Source: an optimization exercise on an open RTL-to-GDS flow (aim: small area). Production flows keep margins and buffers that such runs may drop. Function was checked by simulation only, so behaviour that the tests miss may differ from the original. The flow treats the clock pin as an ideal source, which a real chip does not have.

==> job 2970: inputs <==
## sdram_controller
module sdram_controller (
    wr_addr,
    wr_data,
    wr_enable,
    rd_addr,
    rd_data,
    rd_ready,
    rd_enable,
    busy, rst_n, clk,
    addr, bank_addr, data_in, data_out, data_oe, clock_enable, cs_n, ras_n, cas_n, we_n,
    data_mask_low, data_mask_high
);
==> module sdram_controller, before the edit <==
module sdram_controller (
    wr_addr,
    wr_data,
    wr_enable,
    rd_addr,
    rd_data,
    rd_ready,
    rd_enable,
    busy, rst_n, clk,
    addr, bank_addr, data_in, data_out, data_oe, clock_enable, cs_n, ras_n, cas_n, we_n,
    data_mask_low, data_mask_high
);
input  [23:0] wr_addr;
input  [15:0] wr_data;
input         wr_enable;
input  [23:0] rd_addr;
output [15:0] rd_data;
input         rd_enable;
output        rd_ready;
output        busy;
input         rst_n;
input         clk;
output [12:0] addr;
output [1:0]  bank_addr;
input  [15:0] data_in;
output [15:0] data_out;
output        data_oe;
output        clock_enable;
output        cs_n;
output        ras_n;
output        cas_n;
output        we_n;
output        data_mask_low;
output        data_mask_high;
localparam [9:0] C = 10'd1017;
reg [12:0] row_r;      
reg [8:0]  col_r;      
reg [1:0]  bank_r;     
reg [15:0] wr_data_r;
reg [15:0] rd_data_r;
reg [9:0]  rcnt;
reg        seq;        
reg        acc;        
reg        rd;         
reg [2:0]  phase;
wire post   = acc & phase[2] & phase[1] & (phase[0] | ~rd);
wire act    = acc & (phase == 3'd0);
wire cas    = acc & (phase == 3'd3);
wire dec    = (~seq & ~acc) | post;             
wire due    = rcnt[9] & ~rcnt[8];               
wire s_pall = seq & (rcnt == C + 10'd16 || rcnt == C - 10'd11);
wire s_ref  = seq & (rcnt == C + 10'd18 || rcnt == C + 10'd27 || rcnt == C - 10'd9);
wire s_mrs  = seq & (rcnt == C + 10'd36);
wire s_end  = (rcnt == C + 10'd38 || rcnt == C - 10'd1);
always @(posedge clk) begin
  if (rd_enable)
    {bank_r, col_r} <= {rd_addr[23:22], rd_addr[8:0]};
  else if (wr_enable)
    {bank_r, col_r} <= {wr_addr[23:22], wr_addr[8:0]};
  row_r <= rd_enable ? rd_addr[21:9] : wr_addr[21:9];
  if (wr_enable)
    wr_data_r <= wr_data;
  rd_data_r <= data_in;
  phase <= dec ? 3'd0 : phase + 3'd1;
  if (dec)
    rd <= rd_enable;
  if (~rst_n) begin
    seq  <= 1'b1;
    acc  <= 1'b0;
    rcnt <= C;
  end else if (dec) begin
    seq  <= due;
    acc  <= ~due & (rd_enable | wr_enable);
    rcnt <= due ? C - 10'd11 : rcnt + 10'd1;
  end else begin
    if (s_end)
      seq <= 1'b0;
    rcnt <= rcnt + 10'd1;
  end
end
assign clock_enable = 1'b1;
assign cs_n  = 1'b0;
assign ras_n = ~(act | s_pall | s_ref | s_mrs);
assign cas_n = ~(cas | s_ref | s_mrs);
assign we_n  = ~((cas & ~rd) | s_pall | s_mrs);
assign data_oe  = cas & ~rd;
assign data_out = wr_data_r;
assign data_mask_low  = ~acc | post;
assign data_mask_high = ~acc | post;
assign busy     = acc & (phase != 3'd0);
assign rd_ready = post & rd;
assign rd_data  = rd_data_r;
assign bank_addr = bank_r & {2{acc}};
assign addr[12:11] = row_r[12:11] & {2{acc}};
assign addr[10]    = acc ? (row_r[10] | ~act) : ~s_mrs;
assign addr[9]     = row_r[9] | ~acc;
assign addr[8:0]   = acc ? (act ? row_r[8:0] : col_r) : 9'h030;
endmodule
export LEC_CHECK = 0
export CAP_MARGIN = 20
export CORE_MARGIN = 2
export CORE_UTILIZATION = 40
export CTS_BUF_LIST = sky130_fd_sc_hd__clkbuf_4
export PLACE_DENSITY = 0.6
export SLEW_MARGIN = 20
create_clock -name core_clock -period 7.5 [get_ports {clk}]
standard.sh (not shown) runs the stock make flow with config.mk's settings and CLKGATE_MAP_FILE= SYNTH_SCRIPT=/design/flow/synth_recipe.tcl, a recipe that flattens the netlist after the stock synthesis.
==> flow/flow/run.sh <==
#!/bin/bash
# Standard ORFS layout, with each port buffered by the smallest buffer (buf_1).
set -euo pipefail
export BUFFER_PORTS_ARGS="-buffer_cell sky130_fd_sc_hd__buf_1"
bash standard.sh finish > flow_make.log 2>&1
==> inputs of job 1674, as changes to job 2970 <==
==> flow/design.v (replaced) <==
module sdram_controller (
    wr_addr,
    wr_data,
    wr_enable,
    rd_addr,
    rd_data,
    rd_ready,
    rd_enable,
    busy, rst_n, clk,
    addr, bank_addr, data_in, data_out, data_oe, clock_enable, cs_n, ras_n, cas_n, we_n,
    data_mask_low, data_mask_high
);
input  [23:0] wr_addr;
input  [15:0] wr_data;
input         wr_enable;
input  [23:0] rd_addr;
output [15:0] rd_data;
input         rd_enable;
output        rd_ready;
output        busy;
input         rst_n;
input         clk;
output [12:0] addr;
output [1:0]  bank_addr;
input  [15:0] data_in;
output [15:0] data_out;
output        data_oe;
output        clock_enable;
output        cs_n;
output        ras_n;
output        cas_n;
output        we_n;
output        data_mask_low;
output        data_mask_high;
localparam [9:0] S0  = 10'd363;    
localparam [9:0] SM11 = 10'd291;   
reg [12:0] row_n;      
wire [12:0] row_r = ~row_n;
reg [8:0]  col_n;      
reg [1:0]  bank_n;     
wire [8:0] col_r  = ~col_n;
wire [1:0] bank_r = ~bank_n;
reg [15:0] dq_n;       
wire [15:0] dq = ~dq_n;
reg [9:0]  rcnt_q;     
localparam [9:0] RMASK = 10'b1010101010;
wire [9:0] rcnt = rcnt_q ^ RMASK;
reg        ref_due;    
reg [1:0]  mode;
wire       acc = mode[1];               
wire       rd  = mode[0];               
wire       seq = ~mode[1] & mode[0];    
reg [2:0]  phase;
wire ph_in  = phase[2] ? (~phase[1] & phase[0]) : (phase[1] | ~phase[0]);
wire post   = acc & phase[2] & ~phase[0] & (~phase[1] | ~rd);    
wire act    = acc & (phase == 3'b000);
wire cas    = acc & (phase == 3'b101);
wire dec    = (mode == 2'b00) | post;          
wire [9:0] rcnt_next = {rcnt[8:0], rcnt[9] ^ rcnt[2]};
wire at518  = ~rcnt[8] & ~rcnt[7] & ~rcnt[4] & ~rcnt[3] & ~rcnt[1] & ~rcnt[0];
wire s_pall = seq & ~rcnt[4] & ~rcnt[3] & ~rcnt[2];                  
wire s_ref  = seq & ((~rcnt[6] & ~rcnt[5] & ~rcnt[4]) |
                     (~rcnt[9] & rcnt[7] & rcnt[4] & ~rcnt[2]));    
wire s_mrs  = seq & ~rcnt[4] & ~rcnt[2] & ~rcnt[1];                  
wire s_end  = ~rcnt[6] & rcnt[5] & ~rcnt[3] & rcnt[2];               
wire ld_rd = rd_enable;
wire ld_wr = ~rd_enable & wr_enable;
wire hold  = ~rd_enable & ~wr_enable;
wire dq_cap  = rd & ~dec;
wire dq_wr   = ~dq_cap & wr_enable;
wire dq_hold = ~dq_cap & ~wr_enable;
always @(posedge clk) begin
  {bank_n, col_n} <= ~(({11{ld_rd}} & {rd_addr[23:22], rd_addr[8:0]}) |
                     ({11{ld_wr}} & {wr_addr[23:22], wr_addr[8:0]}) |
                     ({11{hold}}  & {bank_r, col_r}));
  row_n <= ~(rd_enable ? rd_addr[21:9] : wr_addr[21:9]);
  dq_n <= ~(({16{dq_cap}} & data_in) |
            ({16{dq_wr}}  & wr_data) |
            ({16{dq_hold}} & dq));
  phase <= dec ? 3'b000 : {phase[1:0], ph_in};
  if (~rst_n) begin
    mode    <= 2'b01;
    ref_due <= 1'b0;
    rcnt_q  <= S0 ^ RMASK;
  end else if (dec & ref_due) begin
    mode    <= 2'b01;
    ref_due <= 1'b0;
    rcnt_q  <= SM11 ^ RMASK;
  end else begin
    if (dec)
      mode <= {rd_enable | wr_enable, rd_enable};
    else if (seq & s_end)
      mode <= 2'b00;
    if (at518)
      ref_due <= 1'b1;
    rcnt_q <= rcnt_next ^ RMASK;
  end
end
assign clock_enable = 1'b1;
assign cs_n  = 1'b0;
assign ras_n = ~(act | s_pall | s_ref | s_mrs);
assign cas_n = ~(cas | s_ref | s_mrs);
assign we_n  = ~((cas & ~rd) | s_pall | s_mrs);
assign data_oe  = cas & ~rd;
assign data_out = dq;
assign data_mask_low  = ~acc | post;
assign data_mask_high = ~acc | post;
assign busy     = acc & (phase != 3'd0);
assign rd_ready = post & rd;
assign rd_data  = dq;
assign bank_addr = bank_r & {2{acc}};
assign addr[12:11] = row_r[12:11] & {2{acc}};
assign addr[10]    = acc ? (row_r[10] | ~act) : rcnt[1];   
assign addr[9]     = row_r[9] | ~acc;
assign addr[8:0]   = acc ? (act ? row_r[8:0] : col_r) : 9'h030;
endmodule
==> flow/flow/run.sh (replaced) <==
#!/bin/bash
# The standard ORFS layout with three changes to how it is made:
#  - synthesis maps logic with an area-oriented ABC script (abc_area_map.script)
#    in place of ORFS's delay-oriented one; everything else in synthesis,
#    including the flip-flops and their names, is the standard synthesis;
#  - each port is buffered by the smallest buffer (buf_1);
#  - the clock tree uses clkbuf_4 and no dummy loads; after it is built,
#    post_cts.tcl upsizes the clock buffers whose output slew is high.
set -euo pipefail
rm -rf scripts_area
cp -r "$FLOW_HOME/scripts" scripts_area
cp flow/abc_area_map.script scripts_area/abc_speed.script
export SCRIPTS_DIR="$PWD/scripts_area"
export BUFFER_PORTS_ARGS="-buffer_cell sky130_fd_sc_hd__buf_1"
export POST_CTS_TCL="$PWD/flow/post_cts.tcl"
export CTS_ARGS="-sink_clustering_enable -repair_clock_nets -dont_use_dummy_load -buf_list sky130_fd_sc_hd__clkbuf_4"
bash standard.sh finish > flow_make.log 2>&1
==> flow/flow/abc_area_map.script (new file) <==
strash
dch
amap
topo
==> flow/flow/post_cts.tcl (new file) <==
estimate_parasitics -placement
set upsized 0
foreach inst [get_cells clkbuf_*] {
  set out [get_pins -of_objects $inst -filter "direction==output"]
  if {[get_property $out slew_max] > 0.11} {
    replace_cell $inst sky130_fd_sc_hd__clkbuf_8
    incr upsized
  }
}
puts "post_cts: upsized $upsized clock buffers"
if {$upsized > 0} {
  detailed_placement
  estimate_parasitics -placement
}
- CTS_BUF_LIST: sky130_fd_sc_hd__clkbuf_4 -> unset
==> summary of the runs <==
- Job 1674 completed without violations. Job 2970 completed with no timing, DRC or antenna violations.
- Against job 1674, the worst hold slack of job 2970 is higher by 0.068 ns.
- Between job 1674 and job 2970, the lower sequential share of layout area is in job 1674 (gap 7.0 points).
- Against job 2970, the synthesized cell count of job 1674 is smaller by about 4.7%.
- Between job 2970 and job 1674, the lower setup slack is in job 2970 (gap 0.082 ns).

what the ideal ports hide:
How much do the figures lean on ideal ports? The routed layouts below were timed once more, with nothing changed but the port constraints. Step 1 sets driving cells, clkbuf_16 on the clock port and buf_2 on the other inputs (assumed; they add their load-dependent delay and slew). Step 2 also shifts input and output timing later by t, the mid clock arrival at the registers, as if the neighbouring blocks saw the same clock. a / b / c = no drivers / after step 1 / after step 2; a / b = the first two.
| run | shift t [ns] | setup WS [ns] | clock arrival spread, ns |
|---|---|---|---|
| job 2970 | 0.417 | 3.840 / 3.813 / 4.230 | 0.014 / 0.014 |
| job 1674 | 0.358 | 3.921 / 3.896 / 4.255 | 0.013 / 0.013 |
After both steps setup and hold are still met in every run listed.
